Context: an optimization exercise on an open-source flow, tuned for small area and a short achievable clock period. The choices shown serve that exercise and are no tape-out recipe.
Only simulation tests tie the RTL to the original design; equivalence was not proved.
Power and IR drop assume default switching activity.

### flow/run.sh
#!/bin/bash
# synth_recipe.tcl (not shown) runs the flow's synth.tcl, then flattens the netlist and writes it again
# the make line also repeats each setting of config.mk as NAME=value (left out here)
make -C /OpenROAD-flow-scripts/flow DESIGN_CONFIG=/design/flow/config.mk WORK_HOME=/design/flow/orfs CLKGATE_MAP_FILE= SYNTH_SCRIPT=/design/flow/synth_recipe.tcl finish
### flow/config.mk
export PLATFORM = sky130hd
export DESIGN_NAME = camera_pipeline
export DESIGN_NICKNAME = camera_pipeline
export VERILOG_FILES = /design/flow/design.v
export SDC_FILE = /design/flow/constraint.sdc
export NUM_CORES = 4
export LEC_CHECK = 0
export CAP_MARGIN = 20
export CORE_MARGIN = 2
export CORE_UTILIZATION = 45
export PLACE_DENSITY = 0.6
export SLEW_MARGIN = 20
### flow/constraint.sdc
create_clock -name core_clock -period 10.0 [get_ports {clock_in}]
set_input_delay 2.0000 -clock core_clock [delete_from_list [all_inputs] [get_ports {clock_in}]]
set_output_delay 2.0000 -clock core_clock [all_outputs]
set_load 0.01 [all_outputs]
### flow/design.v
module crop (
    input logic clock_in,
    input logic reset_n_in,
    input logic [9:0] red_data_in,
    input logic [9:0] green_data_in,
    input logic [9:0] blue_data_in,
    input logic line_valid_in,
    input logic frame_valid_in,
    input logic [10:0] x_crop_start,
    input logic [10:0] x_crop_end,
    input logic [10:0] y_crop_start,
    input logic [10:0] y_crop_end,
    output logic [9:0] red_data_out,
    output logic [9:0] green_data_out,
    output logic [9:0] blue_data_out,
    output logic line_valid_out,
    output logic frame_valid_out
);
logic [10:0] x_counter;
logic [10:0] y_counter;
logic previous_line_valid;
always_ff @(posedge clock_in) begin
    if(reset_n_in == 0 || frame_valid_in == 0) begin
        line_valid_out <= 0;
        frame_valid_out <= 0;
        x_counter <= 0;
        y_counter <= 0;
        previous_line_valid <= 0;
    end
    else begin
        previous_line_valid <= line_valid_in;
        if (line_valid_in) begin
            x_counter <= x_counter + 1;
        end
        else begin
            x_counter <= 0;
            if (previous_line_valid) begin
                y_counter <= y_counter + 1;
            end
        end
        if(line_valid_in &&
           x_counter >= x_crop_start &&
           x_counter < x_crop_end &&
           y_counter >= y_crop_start &&
           y_counter < y_crop_end) begin
            line_valid_out <= 1;
            red_data_out <= red_data_in;
            green_data_out <= green_data_in;
            blue_data_out <= blue_data_in;
        end
        else begin
            line_valid_out <= 0;
            red_data_out <= 0;
            green_data_out <= 0;
            blue_data_out <= 0;
        end
        frame_valid_out <= frame_valid_in;
    end
end
endmodule
module debayer_buffer #(
    parameter DEPTH_BITS = 7
)(
    input logic clock_in,
    input logic [10:0] x_counter,
    input logic [10:0] y_counter,  
    input logic line_valid_in,
    output logic [9:0] line_buffer_a_read_data,
    output logic [9:0] line_buffer_b_read_data,
    input logic [10:0] previous_x_counter,
    input logic [10:0] previous_y_counter,  
    input logic we,
    input logic [9:0] previous_pixel
);
logic [17:0] mem [0:(1<<DEPTH_BITS)-1];
always_ff @(posedge clock_in) if (line_valid_in) begin
    line_buffer_a_read_data <= mem[x_counter[DEPTH_BITS-1:0]][17:9] << 1;
    line_buffer_b_read_data <= mem[x_counter[DEPTH_BITS-1:0]][8:0] << 1;
end
always_ff @(posedge clock_in) if (we) begin
    if (previous_y_counter[0] == 0)
        mem[previous_x_counter[DEPTH_BITS-1:0]] <= {previous_pixel[9:1], line_buffer_b_read_data[9:1]};
    else
        mem[previous_x_counter[DEPTH_BITS-1:0]] <= {line_buffer_a_read_data[9:1], previous_pixel[9:1]};
end
endmodule
module debayer (
    input logic clock_in,
    input logic reset_n_in,
    input logic [9:0] bayer_data_in,
    input logic line_valid_in,
    input logic frame_valid_in,
    output logic [9:0] red_data_out,
    output logic [9:0] green_data_out,
    output logic [9:0] blue_data_out,
    output logic line_valid_out,
    output logic frame_valid_out
);
logic [10:0] x_counter;
logic [10:0] y_counter;
logic [10:0] previous_x_counter;
logic [10:0] previous_y_counter;
logic last_line_valid_in;
logic we;
logic last_frame_valid_in;
logic [9:0] previous_pixel;
logic [9:0] previous_previous_pixel;
logic [9:0] previous_previous_previous_pixel;
logic [9:0] line_buffer_a_read_data;
logic [9:0] line_buffer_b_read_data;
logic [9:0] previous_line_buffer_a_read_data;
logic [9:0] previous_line_buffer_b_read_data;
logic [9:0] previous_previous_line_buffer_a_read_data;
logic [9:0] previous_previous_line_buffer_b_read_data;
logic [10:0] line_buffer_read_address;
logic line_index;
logic [10:0] line_buffer_write_address;
logic [9:0] line_buffer_write_data;
logic [11:0] pixel_red_data;
logic [11:0] pixel_green_data;
logic [11:0] pixel_blue_data;
assign red_data_out = pixel_red_data[9:0];
assign green_data_out = pixel_green_data[9:0];
assign blue_data_out = pixel_blue_data[9:0];
debayer_buffer debayer_buffer (
    .clock_in(clock_in),
    .x_counter(x_counter),
    .y_counter(y_counter),
    .line_valid_in(line_valid_in),
    .line_buffer_a_read_data(line_buffer_a_read_data),
    .line_buffer_b_read_data(line_buffer_b_read_data),
    .previous_x_counter(previous_x_counter),
    .previous_y_counter(previous_y_counter),
    .we(we),
    .previous_pixel(previous_pixel)
);
always_ff @(posedge clock_in) begin
    if(reset_n_in == 0) begin
        last_frame_valid_in <= 0;
        last_line_valid_in <= 0;
        we <= 0;
        x_counter <= 0;
        y_counter <= 0;
    end
    else begin
        last_frame_valid_in <= (y_counter > 1) & frame_valid_in;
        if(frame_valid_in == 0) begin
            last_line_valid_in <= 0;
            we <= 0;
            x_counter <= 0;
            y_counter <= 0;
        end
        else begin
            last_line_valid_in <= (x_counter > 1) & line_valid_in;
            we <= line_valid_in;
            if (line_valid_in) begin
                x_counter <= x_counter + 1;
                previous_x_counter <= x_counter;
                previous_y_counter <= y_counter;
                previous_previous_previous_pixel <= previous_previous_pixel;
                previous_previous_pixel <= previous_pixel;
                previous_pixel <= bayer_data_in;
                previous_previous_line_buffer_a_read_data <= previous_line_buffer_a_read_data;
                previous_previous_line_buffer_b_read_data <= previous_line_buffer_b_read_data;
                previous_line_buffer_a_read_data <= line_buffer_a_read_data;
                previous_line_buffer_b_read_data <= line_buffer_b_read_data;
            end
            else begin
                x_counter <= 0;
                if (last_line_valid_in) begin
                    y_counter <= y_counter + 1;
                end
            end
        end
    end
    if(reset_n_in == 0)
        frame_valid_out <= 0;
    else
        frame_valid_out <= last_frame_valid_in;
    if(reset_n_in == 0 || last_frame_valid_in == 0)
        line_valid_out <= 0;
    else begin
        line_valid_out <= last_line_valid_in;
        if (last_line_valid_in) begin
            case ({previous_x_counter[0], previous_y_counter[0]})
                'b00: begin
                    pixel_red_data  <= previous_line_buffer_b_read_data;                    
                    pixel_green_data <= (previous_line_buffer_a_read_data +                 
                                            previous_previous_line_buffer_b_read_data +     
                                            line_buffer_b_read_data +                       
                                            previous_previous_pixel) >> 2;                   
                    pixel_blue_data <= (previous_previous_line_buffer_a_read_data +         
                                            line_buffer_a_read_data +                       
                                            previous_previous_previous_pixel +               
                                            previous_pixel) >> 2;                            
                end
                'b10: begin
                    pixel_red_data <= (previous_previous_line_buffer_b_read_data +          
                                           line_buffer_b_read_data) >> 1;                   
                    pixel_green_data <= previous_line_buffer_b_read_data;                   
                    pixel_blue_data <= (previous_line_buffer_a_read_data +                  
                                            previous_previous_pixel) >> 1;                   
                end
                'b01: begin
                    pixel_red_data <= (previous_line_buffer_b_read_data +                   
                                            previous_previous_pixel) >> 1;                   
                    pixel_green_data <= previous_line_buffer_a_read_data;                   
                    pixel_blue_data <= (previous_previous_line_buffer_a_read_data +         
                                            line_buffer_a_read_data) >> 1;                  
                end
                'b11: begin
                    pixel_red_data <= (previous_previous_line_buffer_b_read_data +          
                                            line_buffer_b_read_data +                       
                                            previous_previous_previous_pixel +               
                                            previous_pixel) >> 2;                            
                    pixel_green_data <= (previous_line_buffer_b_read_data +                 
                                            previous_previous_line_buffer_a_read_data +     
                                            line_buffer_a_read_data +                       
                                            previous_previous_pixel) >> 2;                   
                    pixel_blue_data <= previous_line_buffer_a_read_data;                    
                end
            endcase
        end
    end
end
endmodule
module metering #(
    X_WINDOW_START = 32,
    X_WINDOW_END = 96,
    Y_WINDOW_START = 32,
    Y_WINDOW_END = 96,
    SUM_BITS = 22
)(
    input logic clock_in,
    input logic reset_n_in,
    input logic [9:0] red_data_in,
    input logic [9:0] green_data_in,
    input logic [9:0] blue_data_in,
    input logic line_valid_in,
    input logic frame_valid_in,
    output logic [7:0] red_metering_out,
    output logic [7:0] green_metering_out,
    output logic [7:0] blue_metering_out
);
logic [11:0] x_counter;
logic [11:0] y_counter;
logic previous_line_valid;
logic previous_frame_valid;
logic [SUM_BITS-1:0] average_red_metering;
logic [SUM_BITS-1:0] average_green_metering;
logic [SUM_BITS-1:0] average_blue_metering;
always_ff @(posedge clock_in) begin
    previous_frame_valid <= frame_valid_in;
    if (frame_valid_in == 0 || reset_n_in == 0) begin
        x_counter <= 0;
        y_counter <= 0;
        previous_line_valid <= 0;
        if (previous_frame_valid) begin
            red_metering_out <= average_red_metering[SUM_BITS-1:SUM_BITS-8];
            green_metering_out <= average_green_metering[SUM_BITS-1:SUM_BITS-8];
            blue_metering_out <= average_blue_metering[SUM_BITS-1:SUM_BITS-8];
        end
        average_red_metering <= 0;
        average_green_metering <= 0;
        average_blue_metering <= 0;
    end
    else begin
        previous_line_valid <= line_valid_in;
        if (line_valid_in) begin
            x_counter <= x_counter + 1;
        end
        else begin
            x_counter <= 0;
            if (previous_line_valid) begin
                y_counter <= y_counter + 1;
            end
        end
        if(line_valid_in &&
           x_counter >= X_WINDOW_START &&
           x_counter < X_WINDOW_END &&
           y_counter >= Y_WINDOW_START &&
           y_counter < Y_WINDOW_END) begin
            average_red_metering <= average_red_metering + red_data_in;
            average_green_metering <= average_green_metering + green_data_in;
            average_blue_metering <= average_blue_metering + blue_data_in;
        end
    end
end
endmodule
module camera_pipeline (
    input logic clock_in,
    input logic reset_n_in,
    input logic [9:0] bayer_data_in,
    input logic line_valid_in,
    input logic frame_valid_in,
    input logic [10:0] pan_x_start_in,
    input logic [10:0] pan_x_end_in,
    input logic [10:0] pan_y_start_in,
    input logic [10:0] pan_y_end_in,
    input logic [10:0] zoom_x_start_in,
    input logic [10:0] zoom_x_end_in,
    input logic [10:0] zoom_y_start_in,
    input logic [10:0] zoom_y_end_in,
    output logic [9:0] red_data_out,
    output logic [9:0] green_data_out,
    output logic [9:0] blue_data_out,
    output logic line_valid_out,
    output logic frame_valid_out,
    output logic [7:0] red_metering_out,
    output logic [7:0] green_metering_out,
    output logic [7:0] blue_metering_out
);
logic [9:0] panned_data;
logic panned_line_valid;
logic panned_frame_valid;
crop pan_crop (
    .clock_in(clock_in),
    .reset_n_in(reset_n_in),
    .red_data_in(bayer_data_in),
    .green_data_in(10'd0),
    .blue_data_in(10'd0),
    .line_valid_in(line_valid_in),
    .frame_valid_in(frame_valid_in),
    .x_crop_start(pan_x_start_in),
    .x_crop_end(pan_x_end_in),
    .y_crop_start(pan_y_start_in),
    .y_crop_end(pan_y_end_in),
    .red_data_out(panned_data),
    .green_data_out(),
    .blue_data_out(),
    .line_valid_out(panned_line_valid),
    .frame_valid_out(panned_frame_valid)
);
logic [9:0] debayered_red_data;
logic [9:0] debayered_green_data;
logic [9:0] debayered_blue_data;
logic debayered_line_valid;
logic debayered_frame_valid;
debayer debayer (
    .clock_in(clock_in),
    .reset_n_in(reset_n_in),
    .bayer_data_in(panned_data),
    .line_valid_in(panned_line_valid),
    .frame_valid_in(panned_frame_valid),
    .red_data_out(debayered_red_data),
    .green_data_out(debayered_green_data),
    .blue_data_out(debayered_blue_data),
    .line_valid_out(debayered_line_valid),
    .frame_valid_out(debayered_frame_valid)
);
metering metering (
    .clock_in(clock_in),
    .reset_n_in(reset_n_in),
    .red_data_in(debayered_red_data),
    .green_data_in(debayered_green_data),
    .blue_data_in(debayered_blue_data),
    .line_valid_in(debayered_line_valid),
    .frame_valid_in(debayered_frame_valid),
    .red_metering_out(red_metering_out),
    .green_metering_out(green_metering_out),
    .blue_metering_out(blue_metering_out)
);
crop zoom_crop (
    .clock_in(clock_in),
    .reset_n_in(reset_n_in),
    .red_data_in(debayered_red_data),
    .green_data_in(debayered_green_data),
    .blue_data_in(debayered_blue_data),
    .line_valid_in(debayered_line_valid),
    .frame_valid_in(debayered_frame_valid),
    .x_crop_start(zoom_x_start_in),
    .x_crop_end(zoom_x_end_in),
    .y_crop_start(zoom_y_start_in),
    .y_crop_end(zoom_y_end_in),
    .red_data_out(red_data_out),
    .green_data_out(green_data_out),
    .blue_data_out(blue_data_out),
    .line_valid_out(line_valid_out),
    .frame_valid_out(frame_valid_out)
);
endmodule
==> Implementation_results.wiki <==
{| class="wikitable"
! Metric !! Value
|-
| Total area of sequential cells || around 78000 µm²
|-
| Reported leakage power || about 35 nW
|-
| Wire length of the first global-routing pass || roughly 420 mm
|-
| Pre-CTS WS || about 4.9 ns
|-
| Nature of the critical path endpoint || register
|-
| Flops & latches, synth || roughly 2700
|-
| Class of the tightest hold or removal check || register to register
|-
| Maximum number of pins on one net before global-route repair || ~120
|-
| Cell area after synthesis || roughly 110000 µm²
|-
| Data required time of the worst path || ~11 ns
|-
| Die Span Y || roughly 500 µm
|-
| Startpoint types || register
|-
| Area of the die || between 200000 and 250000 µm²
|-
| Instance count after placement with tap cells included || between 9000 and 10000
|-
| Number of port buffers || 157
|-
| Cell Count, Final, Fillers Out || just under 10000
|-
| Count of mapped cells out of synthesis || between 6000 and 7000
|-
| Upper clock frequency limit || between 0.15 and 0.2 GHz
|-
| Maximum fanout along the worst path || a little over 50
|-
| Layout cells sized above 1 || between 20% and 30%
|-
| Max-cap violation count || 0
|-
| Worst setup slack after layout || 4.790 ns
|-
| Vias after detailed routing || between 50000 and 60000
|-
| Detailed placer's ending HPWL || 178.1 mm
|-
| Setup TNS Final || 0 ns
|-
| Outcome || complete, no violations
|-
| Maximum level of the CTS H-tree || 5
|-
| Cts hold-fix bufs || 0
|-
| Clock latency reported for the late side of the worst-skew pair || 0.93 ns
|-
| Root Buffer Master || sky130_fd_sc_hd__clkbuf_16
|-
| Top FF cell, synth || sky130_fd_sc_hd__edfxtp_1
|-
| Clk buf depth || 4
|-
| Total power per unit cell area || approximately 180 nW/µm²
|-
| Post-CTS sizing || 0
|-
| Multi-input logic area || around 30000 µm²
|-
| Growth of design area from synthesis to finish || 14.27%
|-
| Core area || 243000 µm²
|-
| Vias per cell || 5.964
|-
| Clock transition at the register clock pins on the worst setup and hold paths after CTS || approximately 0.06 ns
|-
| Peak supply drop || 0.0001553 V
|-
| Filler cell count in the final layout || between 15000 and 20000
|-
| Antenna violations before repair || 14
|-
| Number of buffers added for setup after CTS || 0
|-
| Mean instance size in the synthesized netlist || between 15 and 20 µm²
|-
| Starting density of the core || 45.23%
|-
| Setup clock skew after layout || about 0.07 ns
|-
| Die boundary width || between 400 and 500 µm
|-
| Placer congestion estimate || 0.8705
|-
| Congestion Overflow GR || 0
|-
| Final worst path period share || between 50% and 60%
|-
| Async set or reset register ratio after synthesis || 0%
|-
| Number of distinct library cells after synthesis || a little over 80
|-
| Shortest period the worst path allows || 5.210 ns
|-
| Slew of the pin with the lowest slew margin || approximately 1.2 ns
|-
| Vias in the first global route || roughly 60000
|-
| Number of sinks driven by the clock tree || approximately 2700
|-
| I/O pin count || around 160
|-
| Worst Reg2Reg Path Length in Cells || 8
|-
| Count of antenna-violating nets left after detailed routing || 0
|-
| TritonCTS clock tree || yes
|-
| Total routed wirelength || 291.6 mm
|-
| Count of endpoints failing setup in the final report || 0
|-
| Final Slew Violations || 0
|-
| Critical path class || register to register
|-
| Final Hold Violating Endpoints || 0
|-
| Number of buffers created by CTS || ~300
|-
| Layout Nets || between 6000 and 7000
|-
| Number of flops mapped to enable cells by yosys || 2490
|-
| Relative max-transition margin || between 10% and 20%
|-
| Crit path DAT || slightly below 6 ns
|-
| Worst hold path stage count || 0
|-
| Nets in the synthesized netlist || 6382
|-
| Global-route total usage across every layer || 23.38%
|-
| Share of the yosys chip area belonging to registers || about 71%
|-
| DRC violation total after the first TritonRoute iteration || between 6000 and 7000
|-
| Synth warn || 4
|-
| Detailed Routing Iterations Pass 1 || 5
|-
| Unrepaired setup endpoints after global routing || false
|-
| Drt drc || 0
|-
| Per-cell routed wire length || around 30 µm
|-
| Number of placement rows || 181
|}
layer usage:
layer / GRT usage, % / vias to the layer above / share of wire [%]
met5: 0 / - / 0.0045
met3: 4.152 / 466 / 7.7
met1: 33.62 / 31001 / 42
met4: 7.266 / 2 / 3.2
met2: 36.50 / 2328 / 47
li1: - / 24798 / -
synth_stat cells (37+ instances only):
cell	count	share of area, %
sky130_fd_sc_hd__xnor2_1	96	0.77
sky130_fd_sc_hd__a21oi_1	174	0.79
sky130_fd_sc_hd__nand2_1	200	0.68
sky130_fd_sc_hd__dfxtp_1	168	3.1
sky130_fd_sc_hd__edfxtp_1	2490	68
sky130_fd_sc_hd__and3_1	46	0.26
sky130_fd_sc_hd__inv_1	265	0.91
sky130_fd_sc_hd__nand3_1	82	0.37
sky130_fd_sc_hd__or3_1	37	0.21
sky130_fd_sc_hd__ha_1	218	2.5
sky130_fd_sc_hd__a22oi_1	111	0.76
sky130_fd_sc_hd__mux4_2	590	12
sky130_fd_sc_hd__fa_1	47	0.86
sky130_fd_sc_hd__buf_2	100	0.46
sky130_fd_sc_hd__xor2_1	71	0.57
sky130_fd_sc_hd__mux2i_1	198	1.8
sky130_fd_sc_hd__nor2_1	314	1.1
sky130_fd_sc_hd__o21ai_0	119	0.54
sky130_fd_sc_hd__and2_1	52	0.30
sky130_fd_sc_hd__nor2b_1	40	0.23
sky130_fd_sc_hd__clkbuf_1	87	0.30
metrics by stage:
stage          cell area [µm²]  utilization, %  power, mW  hold slack (ns)
2_1_floorplan           109900               -      12.24           0.3311
3_3_place_gp            116400           47.90      12.28           0.3862
3_5_place_dp            116500           47.93      12.28           0.3899
4_1_cts                 125600           51.67      22.54           0.3880
5_1_grt                 125600           51.67      22.98           0.4034
6_report                125600           51.68      22.38           0.3825
report_power, final:
part	leakage (nW)	internal, mW	switching [mW]	total (mW)
Combinational	11.0	0.0478	0.0269	0.0748
Clock	4.48	6.08	4.24	10.3
Sequential	19.8	12.0	0.000923	12.0
cells in the final DEF, fill, tap and decap left out, types with 28 or more instances in the layout:
| master | Yosys | routed |
|---|---|---|
| sky130_fd_sc_hd__clkinv_2 | 0 | 53 |
| sky130_fd_sc_hd__and3_1 | 46 | 46 |
| sky130_fd_sc_hd__nor2_1 | 314 | 184 |
| sky130_fd_sc_hd__ha_1 | 218 | 218 |
| sky130_fd_sc_hd__nand4_1 | 33 | 33 |
| sky130_fd_sc_hd__fa_1 | 47 | 47 |
| sky130_fd_sc_hd__and2_1 | 52 | 51 |
| sky130_fd_sc_hd__a22oi_1 | 111 | 110 |
| sky130_fd_sc_hd__xnor2_1 | 96 | 96 |
| sky130_fd_sc_hd__xor2_1 | 71 | 71 |
| sky130_fd_sc_hd__a21o_1 | 34 | 34 |
| sky130_fd_sc_hd__inv_1 | 265 | 263 |
| sky130_fd_sc_hd__nand2b_1 | 32 | 32 |
| sky130_fd_sc_hd__clkdlybuf4s50_1 | 0 | 157 |
| sky130_fd_sc_hd__buf_4 | 27 | 185 |
| sky130_fd_sc_hd__nor2_4 | 0 | 37 |
| sky130_fd_sc_hd__nor2_2 | 1 | 94 |
| sky130_fd_sc_hd__o21ai_0 | 119 | 102 |
| sky130_fd_sc_hd__a21oi_1 | 174 | 174 |
| sky130_fd_sc_hd__nand2_1 | 200 | 198 |
| sky130_fd_sc_hd__clkbuf_1 | 87 | 53 |
| sky130_fd_sc_hd__clkinv_1 | 1 | 60 |
| sky130_fd_sc_hd__mux2i_1 | 198 | 198 |
| sky130_fd_sc_hd__or3_1 | 37 | 37 |
| sky130_fd_sc_hd__edfxtp_1 | 2490 | 2490 |
| sky130_fd_sc_hd__clkbuf_16 | 0 | 305 |
| sky130_fd_sc_hd__nor2b_1 | 40 | 35 |
| sky130_fd_sc_hd__dfxtp_1 | 168 | 161 |
| sky130_fd_sc_hd__nand3_1 | 82 | 82 |
| sky130_fd_sc_hd__mux4_2 | 590 | 590 |
| sky130_fd_sc_hd__nor3_1 | 29 | 28 |
| sky130_fd_sc_hd__a211oi_1 | 35 | 34 |
logic make-up (layout without fill, tap and decap cells):
group                    after synthesis  after routing  synth area share [%]
flip-flops                          2658           2658                 71.10
multiplexers                         797            797                 13.99
XOR/XNOR                             167            167                 1.331
other                                  0              8                     0
adder cells (fa/ha/maj)              265            265                 3.338
AO/OA/AOI/OAI                        676            676                 4.038
buffers and inverters                528           1127                 2.162
AND/OR/NAND/NOR                      924            924                 4.048
final cells by class:
cell class	instances	share of cell area (%)
sequential	2658	62.23
antenna	8	0.01594
inverter	266	0.7961
clock inverter	144	0.9335
timing repair buffer	353	2.518
multi-input combinational	2829	24.01
tap	3202	3.190
clock buffer	364	6.302
sequential cells by signal, summed over array words and instances, names as in the netlist, 11 cells and up:
name                             flops
debayer.y_counter                   11
metering.average_green_metering     22
metering.x_counter                  12
pan_crop.x_counter                  11
metering.average_red_metering       22
debayer.debayer_buffer.mem        2304
metering.y_counter                  12
zoom_crop.x_counter                 11
debayer.x_counter                   11
pan_crop.y_counter                  11
metering.average_blue_metering      22
zoom_crop.y_counter                 11
worst paths after layout:
check	start	endpoint	slack [ns]
worst max-delay path	debayer.x_counter[1]	debayer.debayer_buffer.line_buffer_b_read_data[4]	4.79
worst min-delay path	debayer.frame_valid_out	metering.previous_frame_valid	0.38
worst max register to register	debayer.x_counter[1]	debayer.debayer_buffer.line_buffer_b_read_data[4]	4.79
worst min register to register	debayer.frame_valid_out	metering.previous_frame_valid	0.38
critical path, stage by stage, from the launching register on:
cell	delay, ns
sky130_fd_sc_hd__dfxtp_4	0.80
sky130_fd_sc_hd__buf_4	0.63
sky130_fd_sc_hd__buf_4	0.83
sky130_fd_sc_hd__mux4_2	0.61
sky130_fd_sc_hd__mux2_2	0.28
sky130_fd_sc_hd__a21oi_1	0.22
sky130_fd_sc_hd__nand3_1	0.29
sky130_fd_sc_hd__o22ai_1	1.02
sky130_fd_sc_hd__o21ai_1	0.14

## what the ideal ports hide
No port has a modelled driver above. Below, the same layout with a new extraction and two added sets of constraints.
Step 1, drivers: a clkbuf_16 drives clock_in and a buf_2 each remaining input, both assumed.
Step 2 also shifts input and output timing later by t, the mid clock arrival at the registers, as if the neighbouring blocks saw the same clock.
Three values: ideal ports, drivers, drivers and shift; two values: the first two.
t, ns: 0.984
slack for setup (ns): 4.790 / 4.790 / 4.790
slew at the worst register clock pin (ns): 0.07 / 0.07
After both steps this run still meets setup and hold. The setup slack of this run moves by 0.000 ns with the drivers and by 0.000 ns with both steps.
